What follows belongs to an exercise in optimizing a design on an open flow for small area, a short achievable clock period and few clock cycles per item; a production flow would make more cautious choices.
RTL that was checked went through simulation tests only; none was proved equivalent to the original.
Power figures rest on the tool's default switching activity, not on a simulated workload.

the baseline:
==> flow/design.v <==
module pdcch_top #(parameter
  TOP_CONFIG_BIT_WIDTH=110,
  CONT_CONFIG_BIT_WIDTH=105,
  OP_DATA_WIDTH=8,
  FIFO_DEPTH=16,
  PTR_SIZE=$clog2(FIFO_DEPTH)
)(
  input                             clk,
  input                             reset,
  input  [TOP_CONFIG_BIT_WIDTH-1:0] s_axis_top_config_data,
  input                             s_axis_top_config_valid,
  output                            s_axis_top_config_ready,
  output [OP_DATA_WIDTH-1:0]        m_axis_top_data,
  output                            m_axis_top_valid,
  input                             m_axis_top_ready
);
  localparam [30:0] X1C = 31'h5e485840;   
  localparam [30:0] R0  = 31'h0099110e;   
  localparam [30:0] R1  = 31'h0132221c;   
  wire [109:0] din  = s_axis_top_config_data;
  wire         vin  = s_axis_top_config_valid;
  wire         mrdy = m_axis_top_ready;
  wire [8:0]  bwpsize  = din[109:101];
  wire [11:0] bwpstart = din[100:89];
  wire [6:0]  slot     = din[86:80];
  wire [15:0] nid      = din[79:64];
  wire [3:0]  sym      = din[63:60];
  wire [12:0] doff     = din[57:45];
  function automatic [30:0] a1_2(input [30:0] s);
    a1_2 = {s[4]^s[1], s[3]^s[0], s[30:2]};
  endfunction
  function automatic [30:0] a2_2(input [30:0] s);
    a2_2 = {s[4]^s[3]^s[2]^s[1], s[3]^s[2]^s[1]^s[0], s[30:2]};
  endfunction
  function automatic [30:0] a1_16(input [30:0] s);
    integer m;
    reg [15:0] e;
    begin
      for (m = 0; m < 16; m = m + 1) e[m] = s[m] ^ s[m+3];
      a1_16 = {e, s[30:16]};
    end
  endfunction
  function automatic [30:0] a2_16(input [30:0] s);
    integer m;
    reg [15:0] e;
    begin
      for (m = 0; m < 16; m = m + 1) e[m] = s[m] ^ s[m+1] ^ s[m+2] ^ s[m+3];
      a2_16 = {e, s[30:16]};
    end
  endfunction
  reg        s_wait, s_mul, s_skip, s_acc, s_emit;
  reg [30:0] x1, u;
  reg [14:0] acc;
  reg        c1, dz, df;            
  reg [12:0] sk;
  reg        fast, skz;             
  reg [16:0] cnt;
  reg        last;                  
  reg [3:0]  j;
  reg        bjr;                   
  reg [1:0]  pst;
  reg        pcur;
  reg [1:0]  od, td;                
  reg        ov, tv;
  wire p_ok   = (pst == 2'd3);
  wire gen    = (s_emit || (s_acc && !cnt[16])) && !tv;
  wire load   = p_ok && (s_wait || (s_emit && !tv && last));
  wire sk_run = s_skip && !skz;
  wire [1:0] item = {x1[1] ^ (^(u & R1)), x1[0] ^ (^(u & R0))};
  wire cnt_hi0  = (cnt[16:4] == 13'd0);
  wire cnt_is1  = cnt_hi0 && (cnt[3:0] == 4'd1);
  wire cnt_is8  = cnt_hi0 && (cnt[3:0] == 4'd8);
  wire        dec8    = s_skip && fast;
  wire [13:0] cnt_hid = cnt[16:3] - 14'd1;
  wire [16:0] cnt_dec = {(dec8 || cnt[2:0] == 3'd0) ? cnt_hid : cnt[16:3],
                         dec8 ? cnt[2:0] : cnt[2:0] - 3'd1};
  wire sk_is1   = (sk == 13'd1);
  wire sk_is8   = (sk == 13'd8);
  wire [12:0] sk_dec = dec8 ? {sk[12:3] - 10'd1, sk[2:0]} : {sk[12:3], sk[2:0] - 3'd1};
  wire skip_end = fast ? sk_is8 : sk_is1;
  wire [10:0] a_val = {sk[10:4], 4'b0} - {3'b0, sk[10:4], 1'b0} + {7'b0, sk[3:0]} + 11'd1;
  wire [24:0] bin = {bwpstart, nid[12:0]};
  reg  [24:0] bsel;
  reg         bone;
  integer k;
  always @(*) begin
    bsel = 25'd0;
    bone = 1'b0;
    if (load)
      bsel[24] = 1'b1;                        
    else if (pst == 2'd1)
      bsel[12] = 1'b1;                        
    else if (s_mul) begin
      for (k = 1; k < 13; k = k + 1)
        if (j == k) bsel[12 + k] = 1'b1;      
    end else begin
      for (k = 2; k < 14; k = k + 1)
        if (j == k) bsel[k - 2] = 1'b1;       
      if (j == 4'd1) bone = 1'b1;             
    end
  end
  wire [14:0] acc_add = {acc[13:0], 1'b0} + {2'b0, sk};
  wire [10:0] three_b = {1'b0, sk[8:0], 1'b0} + {2'b0, sk[8:0]};   
  reg [12:0] sk_n;
  reg        sk_w, fast_n, skz_n;
  always @(*) begin
    sk_w   = 1'b0;
    sk_n   = sk;
    fast_n = fast && (sk[12:3] != 10'd1);
    skz_n  = skip_end;
    if (!pcur) begin
      if (vin) begin sk_w = 1'b1; sk_n = {2'b00, slot, sym}; end
    end else if (pst == 2'd1) begin
      sk_w = 1'b1; sk_n = {2'b00, a_val};
    end else if (pst == 2'd2 && j == 4'd0 && !s_mul) begin
      sk_w = 1'b1; sk_n = {4'd0, bwpsize};
    end
    if (load) begin
      sk_w   = 1'b1;
      sk_n   = c1 ? {2'b0, three_b} : doff;
      fast_n = df;
      skz_n  = dz;
    end else if (s_mul) begin
      sk_w   = (pst == 2'd3);
      sk_n   = doff;
      fast_n = df;
      skz_n  = dz;
    end else if (sk_run) begin
      sk_w   = 1'b1;
      sk_n   = sk_dec;
    end
  end
  always @(posedge clk) begin
    if (sk_w) begin
      sk   <= sk_n;
      fast <= fast_n;
      skz  <= skz_n;
    end
  end
  wire lfsr_en = load || sk_run || gen;
  always @(posedge clk) begin
    if (lfsr_en) begin
      if (load) begin
        u  <= {acc[13:0], nid, 1'b0};
        x1 <= X1C;
      end else if (s_skip && fast) begin
        x1 <= a1_16(x1);
        u  <= a2_16(u);
      end else begin
        x1 <= a1_2(x1);
        u  <= a2_2(u);
      end
    end
  end
  always @(posedge clk) begin
    if (load) begin
      cnt  <= {5'd0, three_b, 1'b0};
      last <= (sk[8:0] == 9'd0);
    end else if (s_mul) begin
      cnt  <= {1'b0, acc, 1'b0};         
      last <= (acc == 15'd0);
    end else if (sk_run || gen) begin
      cnt  <= cnt_dec;
      last <= (s_skip && fast) ? cnt_is8 : cnt_is1;
    end
  end
  always @(posedge clk) begin
    c1 <= (din[88:87] == 2'd1);
    dz <= (doff == 13'd0);
    df <= |doff[12:3];
    bjr <= bone | (|(bin & bsel));
    if (load) begin
      acc <= 15'd0;
      j   <= 4'd11;
    end else if (!pcur) begin
      acc <= 15'd0;
    end else if (pst == 2'd1) begin
      j   <= 4'd13;
    end else if (pst == 2'd2) begin
      acc <= bjr ? acc_add : {acc[13:0], 1'b0};
      j   <= j - 4'd1;
    end
  end
  always @(posedge clk) begin
    if (reset) begin
      s_wait <= 1'b1;
      s_mul  <= 1'b0;
      s_skip <= 1'b0;
      s_acc  <= 1'b0;
      s_emit <= 1'b0;
      pst    <= 2'd0;
      pcur   <= 1'b0;
      ov     <= 1'b0;
      tv     <= 1'b0;
    end else begin
      if (tv) begin
        if (mrdy) begin
          od <= td;
          tv <= 1'b0;
        end
      end else if (gen) begin
        if (!ov || mrdy) begin
          od <= item;
          ov <= 1'b1;
        end else begin
          td <= item;
          tv <= 1'b1;
        end
      end else if (mrdy)
        ov <= 1'b0;
      if (!pcur) begin
        if (vin) begin
          pst  <= 2'd1;
          pcur <= 1'b1;
        end
      end else if (pst == 2'd1)
        pst <= 2'd2;
      else if (pst == 2'd2 && j == 4'd0)
        pst <= 2'd3;
      if (load && c1)
        pst <= 2'd2;
      if (s_acc) begin
        pcur <= 1'b0;
        pst  <= 2'd0;
      end
      if (load) begin
        s_wait <= 1'b0;
        s_emit <= 1'b0;
        s_mul  <= c1;
        s_acc  <= !c1 && dz;
        s_skip <= !c1 && !dz;
      end else if (s_mul) begin
        if (pst == 2'd3) begin
          s_mul  <= 1'b0;
          s_skip <= 1'b1;
        end
      end else if (s_skip) begin
        if (skz || skip_end) begin
          s_skip <= 1'b0;
          s_acc  <= 1'b1;
        end
      end else if (s_acc) begin
        s_acc <= 1'b0;
        if (cnt[16] || (gen && last)) s_wait <= 1'b1;
        else                          s_emit <= 1'b1;
      end else if (s_emit) begin
        if (gen && last) begin
          s_emit <= 1'b0;
          s_wait <= 1'b1;
        end
      end
    end
  end
  assign s_axis_top_config_ready = s_acc;
  assign m_axis_top_valid = ov;
  assign m_axis_top_data  = {6'b000000, od};
endmodule
Settings: LEC_CHECK=0, ABC_CLOCK_PERIOD_IN_PS=2500, CAP_MARGIN=20, CORE_MARGIN=2, CORE_UTILIZATION=40, CTS_BUF_LIST=sky130_fd_sc_hd__clkbuf_8, CTS_CLUSTER_DIAMETER=80, CTS_CLUSTER_SIZE=30, SLEW_MARGIN=20; clock period 8.5 ns.
standard.sh (not shown) runs the stock make flow with config.mk's settings and CLKGATE_MAP_FILE= SYNTH_SCRIPT=/design/flow/synth_recipe.tcl, a recipe that flattens the netlist after the stock synthesis.
==> flow/flow/run.sh <==
#!/bin/bash
# Standard layout with two changes: the port buffers are buf_1 (inputs) and
# buf_4 (outputs) instead of the default choice (a slow delay buffer), and
# repair_timing aims at a larger setup margin.
set -euo pipefail
here=$(cd "$(dirname "$0")" && pwd)
export BUFFER_PORTS_ARGS="-inputs -buffer_cell sky130_fd_sc_hd__buf_1"
export PRE_GLOBAL_PLACE_TCL="$here/ports.tcl"
export SETUP_SLACK_MARGIN=5.9
bash standard.sh > standard_flow.log 2>&1
==> flow/flow/ports.tcl <==
# Output ports get buf_4 buffers (they drive the 10 fF port load); the input
# ports are buffered with buf_1 through BUFFER_PORTS_ARGS.
buffer_ports -outputs -buffer_cell sky130_fd_sc_hd__buf_4
Testbench counts of the baseline, summed over its fixed seeds: cycles 14,881, items 13,663.
Inputs modified between the baseline and the candidate:
-- flow/design.v --
<<< the baseline, line 27
  wire [3:0]  sym      = din[63:60];
  wire [12:0] doff     = din[57:45];
  function automatic [30:0] a1_2(input [30:0] s);
    a1_2 = {s[4]^s[1], s[3]^s[0], s[30:2]};
>>> the candidate, line 27
  wire [3:0]  sym      = din[63:60];
  wire [12:0] doff     = din[57:45];
  wire        c1       = (din[88:87] == 2'd1);
  wire        dz       = (doff == 13'd0);
  wire        df       = |doff[12:3];
  function automatic [30:0] a1_2(input [30:0] s);
    a1_2 = {s[4]^s[1], s[3]^s[0], s[30:2]};
<<< the baseline, line 52
  reg [30:0] x1, u;
  reg [14:0] acc;
  reg        c1, dz, df;            
  reg [12:0] sk;
  reg        fast, skz;             
>>> the candidate, line 55
  reg [30:0] x1, u;
  reg [14:0] acc;
  reg [12:0] sk;
  reg        fast, skz;             
<<< the baseline, line 61
  reg [1:0]  pst;
  reg        pcur;
  reg [1:0]  od, td;                
  reg        ov, tv;
  wire p_ok   = (pst == 2'd3);
  wire gen    = (s_emit || (s_acc && !cnt[16])) && !tv;
  wire load   = p_ok && (s_wait || (s_emit && !tv && last));
  wire sk_run = s_skip && !skz;
  wire [1:0] item = {x1[1] ^ (^(u & R1)), x1[0] ^ (^(u & R0))};
>>> the candidate, line 63
  reg [1:0]  pst;
  reg        pcur;
  reg [1:0]  od;                    
  reg        ov;
  wire p_ok   = (pst == 2'd3);
  wire ofree  = !ov || mrdy;
  wire gen    = (s_emit || (s_acc && !cnt[16])) && ofree;
  wire load   = p_ok && (s_wait || (s_emit && ofree && last));
  wire sk_run = s_skip && !skz;
  wire [1:0] item = {x1[1] ^ (^(u & R1)), x1[0] ^ (^(u & R0))};
<<< the baseline, line 166
  end
  always @(posedge clk) begin
    c1 <= (din[88:87] == 2'd1);
    dz <= (doff == 13'd0);
    df <= |doff[12:3];
    bjr <= bone | (|(bin & bsel));
    if (load) begin
>>> the candidate, line 169
  end
  always @(posedge clk) begin
    bjr <= bone | (|(bin & bsel));
    if (load) begin
<<< the baseline, line 192
      pcur   <= 1'b0;
      ov     <= 1'b0;
      tv     <= 1'b0;
    end else begin
      if (tv) begin
        if (mrdy) begin
          od <= td;
          tv <= 1'b0;
        end
      end else if (gen) begin
        if (!ov || mrdy) begin
          od <= item;
          ov <= 1'b1;
        end else begin
          td <= item;
          tv <= 1'b1;
        end
      end else if (mrdy)
        ov <= 1'b0;
>>> the candidate, line 192
      pcur   <= 1'b0;
      ov     <= 1'b0;
    end else begin
      if (gen) begin
        od <= item;
        ov <= 1'b1;
      end else if (mrdy)
        ov <= 1'b0;
==> run summary <==
Relative to the baseline, first-iteration DRC count has decreased by 25% in the candidate.
Per the comparison of the candidate with the baseline, fraction of area in multi-input gates saw little to no change, post-cts sizing count saw an increase, final design area excluding fillers saw an increase, clock power saw little to no change.
Taking the baseline as the reference, in the candidate post-synthesis adder-cell area fraction increased by 0.25 points relative to the old numbers, total global-route track usage decreased by 1.3 points relative to the old numbers.
Compared with the baseline, the candidate is hungrier on power.
Summary of the candidate over the baseline: maximum frequency shows a reduction of 26 MHz; worst-case clock skew +6.3 ps; fraction of the mapped netlist area in compound gates now sits lower.
Relative max-transition margin ends up higher on the baseline.
The baseline → the candidate: post-DP HPWL dropped 8.8%; initial standard-cell utilization of the core now sits higher.
No functional check of the RTL was part of the candidate.

-- port drivers added, routing unchanged --
No port has a modelled driver above. Below, the same layouts with a new extraction and two added sets of constraints. Step 1: set_driving_cell puts a clkbuf_16 on clk and a buf_2 on each other input, an assumption about the parent block. Step 2 adds t to the input delays and takes it off the output delays; t is the mean of the earliest and latest rising clock arrival at the registers after step 1. Input paths then give back, and output paths get back, about the clock's delay inside the block. a / b / c = ideal ports / drivers / drivers and shift; a / b = the first two.
run | t, ns | setup slack, ns | latest minus earliest clock arrival (ns) | worst data-port slew with drivers (ns)
the baseline | 0.494 | 5.859 / 5.859 / 5.524 | 0.010 / 0.010 | 0.05
the candidate | 0.493 | 5.664 / 5.685 / 5.192 | 0.017 / 0.016 | 0.04
After both steps setup and hold are still met in every run listed. The setup slack of the candidate, which loses most, moves by +0.021 ns with the drivers and by -0.472 ns with both steps.
